This design comes from an exercise in tuning for small area, a short achievable clock period and few clock cycles per item on the open sky130 flow, not from production work.
The RTL was checked by simulation tests, not by an equivalence proof against the original design.

==> run a: inputs <==
==> flow/design.v <==
module kc_andn (b, c, y);
  input  [63:0] b, c;
  output [63:0] y;
  assign y = ~b & c;
endmodule
module kc_and (s, w, y);
  input         s;
  input  [63:0] w;
  output [63:0] y;
  assign y = {64{s}} & w;
endmodule
module kc_xor (a, b, y);
  input  [63:0] a, b;
  output [63:0] y;
  assign y = a ^ b;
endmodule
module kc_upd (perm, keep, r, q, d);
  input         perm, keep;
  input  [63:0] r, q;
  output [63:0] d;
  assign d = ({64{perm}} & r) | ({64{keep}} & q);
endmodule
module keccak (clk, reset, in, in_ready, is_last, byte_num, buffer_full, out, out_ready);
  input              clk, reset;
  input      [63:0]  in;
  input              in_ready, is_last;
  input      [2:0]   byte_num;
  output reg         buffer_full;
  output     [511:0] out;
  output reg         out_ready;
  reg  [63:0] st [0:24];       
  reg  [8:0]  ptr;             
  reg  [4:0]  rnd;             
  reg         perm;            
  reg         last;            
  reg  [24:0] perm_l;          
  reg  [24:0] keep_l;          
  reg         rst_r;           
  wire end_blk = in_ready & (is_last | ptr[8]) & ~buffer_full;
  wire end_prm = perm & (rnd == 5'd23);
  wire perm_nx = ~reset & (perm ? ~end_prm : end_blk);
  always @(posedge clk) begin
    perm_l <= {25{perm_nx}};
    keep_l <= {{16{~reset & ~perm_nx}}, ~perm_nx, {7{~reset & ~perm_nx}}, ~perm_nx};
    rst_r <= reset;
  end
  always @(posedge clk)
    if (reset) begin
      ptr <= 9'd1;
      rnd <= 0;
      perm <= 0;
      last <= 0;
      buffer_full <= 0;
      out_ready <= 0;
    end else begin
      perm <= perm_nx;
      if (perm) begin
        rnd <= end_prm ? 5'd0 : rnd + 1'b1;
        if (end_prm) begin
          if (last)
            out_ready <= 1;
          else begin
            buffer_full <= 0;
            ptr <= 9'd1;
          end
        end
      end else if (in_ready & ~buffer_full) begin
        if (is_last | ptr[8]) begin
          ptr <= 0;
          buffer_full <= 1;
          last <= is_last;
        end else
          ptr <= {ptr[7:0], 1'b0};
      end
    end
  wire [63:0] w_sw;
  reg  [63:0] w_pad;
  genvar gi;
  generate
    for (gi = 0; gi < 8; gi = gi + 1) begin : SW
      assign w_sw[8*gi +: 8] = in[63-8*gi -: 8];
    end
  endgenerate
  integer k;
  always @(*) begin
    for (k = 0; k < 8; k = k + 1)
      if (~is_last || k < byte_num)
        w_pad[8*k +: 8] = w_sw[8*k +: 8];
      else if (k == byte_num)
        w_pad[8*k +: 8] = 8'h06;
      else
        w_pad[8*k +: 8] = 8'h00;
  end
  wire [63:0] w8 = ({64{ptr[8]}} & w_pad) ^ {is_last, 63'd0};
  wire [8:0]  sel = {in_ready & (ptr[8] | (is_last & ~buffer_full)), ptr[7:0] & {8{in_ready}}};
  function integer rotc(input integer i);
    case (i)
       0: rotc =  0;  1: rotc =  1;  2: rotc = 62;  3: rotc = 28;  4: rotc = 27;
       5: rotc = 36;  6: rotc = 44;  7: rotc =  6;  8: rotc = 55;  9: rotc = 20;
      10: rotc =  3; 11: rotc = 10; 12: rotc = 43; 13: rotc = 25; 14: rotc = 39;
      15: rotc = 41; 16: rotc = 45; 17: rotc = 15; 18: rotc = 21; 19: rotc =  8;
      20: rotc = 18; 21: rotc =  2; 22: rotc = 61; 23: rotc = 56; default: rotc = 14;
    endcase
  endfunction
  wire [63:0] c [0:4];
  wire [63:0] d [0:4];
  wire [63:0] th [0:24];
  wire [63:0] b [0:24];
  wire [63:0] ch [0:24];
  wire [63:0] ro [0:24];
  wire [63:0] nx [0:24];
  reg  [63:0] rc;
  genvar x, y;
  generate
    for (x = 0; x < 5; x = x + 1) begin : TC
      wire [63:0] p01, p23, p234;
      kc_xor x01 (st[x], st[x+5], p01);
      kc_xor x23 (st[x+10], st[x+15], p23);
      kc_xor x234 (p23, st[x+20], p234);
      kc_xor xc (p01, p234, c[x]);
    end
    for (x = 0; x < 5; x = x + 1) begin : TD
      kc_xor dx (c[(x+4)%5], {c[(x+1)%5][62:0], c[(x+1)%5][63]}, d[x]);
    end
    for (y = 0; y < 5; y = y + 1) begin : RY
      for (x = 0; x < 5; x = x + 1) begin : RX
        kc_xor tx (st[x+5*y], d[x], th[x+5*y]);
        if (rotc(x+5*y) == 0) begin : R0
          assign b[y+5*((2*x+3*y)%5)] = th[x+5*y];
        end else begin : RN
          assign b[y+5*((2*x+3*y)%5)] =
            {th[x+5*y][63-rotc(x+5*y):0], th[x+5*y][63:64-rotc(x+5*y)]};
        end
      end
    end
    for (y = 0; y < 5; y = y + 1) begin : CY
      for (x = 0; x < 5; x = x + 1) begin : CX
        wire [63:0] an;
        kc_andn ax (b[(x+1)%5+5*y], b[(x+2)%5+5*y], an);
        if (x == 0 && y == 0) begin : I0
          wire [63:0] bi = b[0] ^ rc;   
          kc_xor cx (bi, an, ch[0]);
        end else begin : IN
          kc_xor cx (b[x+5*y], an, ch[x+5*y]);
        end
        assign ro[x+5*y] = ch[x+5*y];
      end
    end
  endgenerate
  always @(*) begin
    case (rnd)
       0: rc = 64'h0000000000000001;  1: rc = 64'h0000000000008082;
       2: rc = 64'h800000000000808A;  3: rc = 64'h8000000080008000;
       4: rc = 64'h000000000000808B;  5: rc = 64'h0000000080000001;
       6: rc = 64'h8000000080008081;  7: rc = 64'h8000000000008009;
       8: rc = 64'h000000000000008A;  9: rc = 64'h0000000000000088;
      10: rc = 64'h0000000080008009; 11: rc = 64'h000000008000000A;
      12: rc = 64'h000000008000808B; 13: rc = 64'h800000000000008B;
      14: rc = 64'h8000000000008089; 15: rc = 64'h8000000000008003;
      16: rc = 64'h8000000000008002; 17: rc = 64'h8000000000000080;
      18: rc = 64'h000000000000800A; 19: rc = 64'h800000008000000A;
      20: rc = 64'h8000000080008081; 21: rc = 64'h8000000000008080;
      22: rc = 64'h0000000080000001; 23: rc = 64'h8000000080008008;
      default: rc = 64'd0;
    endcase
  end
  generate
    for (gi = 0; gi < 25; gi = gi + 1) begin : ST
      if (gi == 0 || gi == 8) begin : R0
        wire [63:0] qm, m, xw;
        kc_and a0 (~rst_r, st[gi], qm);
        kc_and a (sel[gi], gi == 8 ? w8 : w_pad, m);
        kc_xor xi (qm, m, xw);
        kc_upd u (perm_l[gi], keep_l[gi], ro[gi], xw, nx[gi]);
      end else if (gi < 9) begin : RT
        wire [63:0] m, xw;
        kc_and a (sel[gi], gi == 8 ? w8 : w_pad, m);
        kc_xor xi (st[gi], m, xw);
        kc_upd u (perm_l[gi], keep_l[gi], ro[gi], xw, nx[gi]);
      end else begin : CP
        kc_upd u (perm_l[gi], keep_l[gi], ro[gi], st[gi], nx[gi]);
      end
      always @(posedge clk)
        st[gi] <= nx[gi];
    end
  endgenerate
  generate
    for (gi = 0; gi < 64; gi = gi + 1) begin : OUT
      assign out[511-8*gi -: 8] = st[gi/8][8*(gi%8) +: 8];
    end
  endgenerate
endmodule
==> flow/flow/run.sh <==
#!/bin/bash
# Own layout flow: the standard flow (standard.sh) with these changes:
#  1. after the standard synthesis, every combinational cell is set to its
#     smallest drive strength (downsize.tcl); the repair steps size up what
#     timing, slew and capacitance need;
#  2. the repair steps aim at a setup slack margin (SETUP_MARGIN below);
#  3. the port buffers are plain buffers (buf_1) instead of delay cells;
#     the repair steps size up the ones timing needs;
#  4. timing-driven global placement weights more nets (half of them, up to
#     3x) and re-weights them more often (at more overflow levels).
# Each tool's output goes to a log file of its own in this folder.
set -euo pipefail
HERE=$(pwd)
SETUP_MARGIN=${SETUP_MARGIN:-6.3}
PORT_BUF=${PORT_BUF:-sky130_fd_sc_hd__buf_1}
R=$HERE/orfs/results/$FLOW_PLATFORM/keccak/base

bash standard.sh synth > log_1_synth.txt 2>&1

ODB_IN=$R/1_synth.odb ODB_OUT=$R/1_synth.odb \
  openroad -no_init -exit flow/downsize.tcl > log_1b_downsize.txt 2>&1

bash standard.sh SETUP_SLACK_MARGIN=$SETUP_MARGIN \
  "BUFFER_PORTS_ARGS=-buffer_cell $PORT_BUF" \
  "GLOBAL_PLACEMENT_ARGS=-timing_driven_net_weight_max 3 -timing_driven_nets_percentage 50 -timing_driven_net_reweight_overflow {79 70 64 56 49 40 29 21 15 10}" finish > log_2_layout.txt 2>&1
==> flow/flow/downsize.tcl <==
# Set every combinational cell of the synthesized netlist to the smallest
# drive strength of its function; the later repair steps size up what the
# timing and slew limits need. Registers, ties and taps are left alone.
read_db $::env(ODB_IN)
set db [ord::get_db]
set block [ord::get_db_block]
set dont_use [list]
if {[info exists ::env(DONT_USE_CELLS)]} { set dont_use $::env(DONT_USE_CELLS) }
set n 0
set saved 0.0
foreach inst [$block getInsts] {
  set m [$inst getMaster]
  set name [$m getName]
  if {![regexp {^(sky130_fd_sc_hd__)([a-z0-9]+)_([0-9]+)$} $name -> pfx base sz]} { continue }
  if {[regexp {^(df|edf|sdf|sedf|dl|conb|tap|decap|fill|diode|clk)} $base]} { continue }
  foreach s {0 1 2} {
    if {$s >= $sz} { break }
    set cand "${pfx}${base}_${s}"
    if {[lsearch -exact $dont_use $cand] >= 0} { continue }
    set cm [$db findMaster $cand]
    if {$cm == "NULL" || $cm == ""} { continue }
    set saved [expr {$saved + ([$m getWidth] - [$cm getWidth]) * [$m getHeight] / 1e6}]
    $inst swapMaster $cm
    incr n
    break
  }
}
puts "downsize: swapped $n instances, area saved [format %.1f $saved] um^2"
write_db $::env(ODB_OUT)
==> flow/standard.sh <==
#!/bin/bash
# synth_recipe.tcl (not shown) runs the flow's synth.tcl, then flattens the netlist and writes it again
# the make line also repeats each setting of config.mk as NAME=value (left out here)
make -C /OpenROAD-flow-scripts/flow DESIGN_CONFIG=/design/flow/config.mk WORK_HOME=/design/flow/orfs CLKGATE_MAP_FILE= SYNTH_SCRIPT=/design/flow/synth_recipe.tcl "${@:-finish}"
==> flow/config.mk <==
export PLATFORM = sky130hd
export DESIGN_NAME = keccak
export DESIGN_NICKNAME = keccak
export VERILOG_FILES = /design/flow/design.v
export SDC_FILE = /design/flow/constraint.sdc
export NUM_CORES = 8
export LEC_CHECK = 0
export CAP_MARGIN = 35
export CORE_MARGIN = 2
export CORE_UTILIZATION = 35
export CTS_CLUSTER_DIAMETER = 100
export CTS_CLUSTER_SIZE = 20
export GPL_ROUTABILITY_DRIVEN = 0
export PLACE_DENSITY = 0.5
export SLEW_MARGIN = 35
export SYNTH_HIERARCHICAL = 1
==> flow/constraint.sdc <==
create_clock -name core_clock -period 10.0 [get_ports {clk}]
set_input_delay 2.0000 -clock core_clock [delete_from_list [all_inputs] [get_ports {clk}]]
set_output_delay 2.0000 -clock core_clock [all_outputs]
set_load 0.01 [all_outputs]
==> inputs of run b, as changes to run a <==
--- a/flow/flow/run.sh
+++ b/flow/flow/run.sh
@@ -8,3 +8,3 @@
 #     the repair steps size up the ones timing needs;
-#  4. timing-driven global placement weights more nets (half of them, up to
+#  4. timing-driven global placement weights more nets (70% of them, up to
 #     3x) and re-weights them more often (at more overflow levels).
@@ -24,2 +24,2 @@
   "BUFFER_PORTS_ARGS=-buffer_cell $PORT_BUF" \
-  "GLOBAL_PLACEMENT_ARGS=-timing_driven_net_weight_max 3 -timing_driven_nets_percentage 50 -timing_driven_net_reweight_overflow {79 70 64 56 49 40 29 21 15 10}" finish > log_2_layout.txt 2>&1
+  "GLOBAL_PLACEMENT_ARGS=-timing_driven_net_weight_max 3 -timing_driven_nets_percentage 70 -timing_driven_net_reweight_overflow {79 70 64 56 49 40 29 21 15 10}" finish > log_2_layout.txt 2>&1
- CORE_UTILIZATION: 35 -> 45
- PLACE_DENSITY: 0.5 -> 0.6
==> inputs of run c, as changes to run a <==
--- a/flow/design.v
+++ b/flow/design.v
@@ -140,3 +140,4 @@
         if (x == 0 && y == 0) begin : I0
-          wire [63:0] bi = b[0] ^ rc;   
+          wire [63:0] bi;
+          kc_xor ix (b[0], rc, bi);     
           kc_xor cx (bi, an, ch[0]);
==> flow/flow/run.sh (replaced) <==
#!/bin/bash
# Own layout flow: the standard flow (standard.sh) with these changes:
#  1. after the standard synthesis, every combinational cell is set to its
#     smallest drive strength (downsize.tcl); the repair steps size up what
#     timing, slew and capacitance need;
#  2. the repair steps aim at a setup slack margin (SETUP_MARGIN below);
#  3. the port buffers are plain buffers (buf_2) instead of delay cells.
# Each tool's output goes to a log file of its own in this folder.
set -euo pipefail
HERE=$(pwd)
SETUP_MARGIN=${SETUP_MARGIN:-6.3}
PORT_BUF=${PORT_BUF:-sky130_fd_sc_hd__buf_2}
R=$HERE/orfs/results/$FLOW_PLATFORM/keccak/base

bash standard.sh synth > log_1_synth.txt 2>&1

ODB_IN=$R/1_synth.odb ODB_OUT=$R/1_synth.odb \
  openroad -no_init -exit flow/downsize.tcl > log_1b_downsize.txt 2>&1

bash standard.sh SETUP_SLACK_MARGIN=$SETUP_MARGIN \
  "BUFFER_PORTS_ARGS=-buffer_cell $PORT_BUF" finish > log_2_layout.txt 2>&1
- CORE_UTILIZATION: 35 -> 40
- CTS_CLUSTER_DIAMETER: 100 -> default
- CTS_CLUSTER_SIZE: 20 -> default
- GPL_ROUTABILITY_DRIVEN: 0 -> default
- PLACE_DENSITY: 0.5 -> 0.55
==> comparison <==
Sequential share of layout area: run c is lower than run b (2.3 points).
In run b the worst setup slack is lower than in run a, by 0.013 ns.
The lowest clock skew belongs to run c, the highest to run b.
Of run b and run c, run b has the higher register-to-register slack (gap 0.08 ns).
Core utilization, lowest first: run a, run c, run b.
In run b the first-iteration DRC count is higher than in run c, by about 5.4%.
Testbench counts of run a, summed over its fixed seeds: cycles 5,495, bytes 9,368.
Testbench counts of run b, summed over its fixed seeds: cycles 5,495, bytes 9,368.
Testbench counts of run c, summed over its fixed seeds: cycles 5,495, bytes 9,368.

-- separate check: timing with driven ports --
No port has a modelled driver above. Below, the same layouts with a new extraction and two added sets of constraints.
Step 1, drivers: a clkbuf_16 drives clk and a buf_2 each remaining input, both assumed.
Step 2 adds t to the input delays and takes it off the output delays; t is the mean of the earliest and latest rising clock arrival at the registers after step 1. Input paths then give back, and output paths get back, about the clock's delay inside the block.
Three values: ideal ports, drivers, drivers and shift; two values: the first two.
run | shift t [ns] | slack for setup (ns) | worst data-port slew with drivers (ns)
run a | 1.081 | 6.082 / 6.082 / 5.313 | 0.10
run b | 0.976 | 6.070 / 6.070 / 5.293 | 0.07
run c | 1.063 | 5.991 / 5.991 / 5.123 | 0.13
After both steps every run listed still meets setup and hold. The setup slack of run c, which loses most, moves by 0.000 ns with the drivers and by -0.868 ns with both steps.
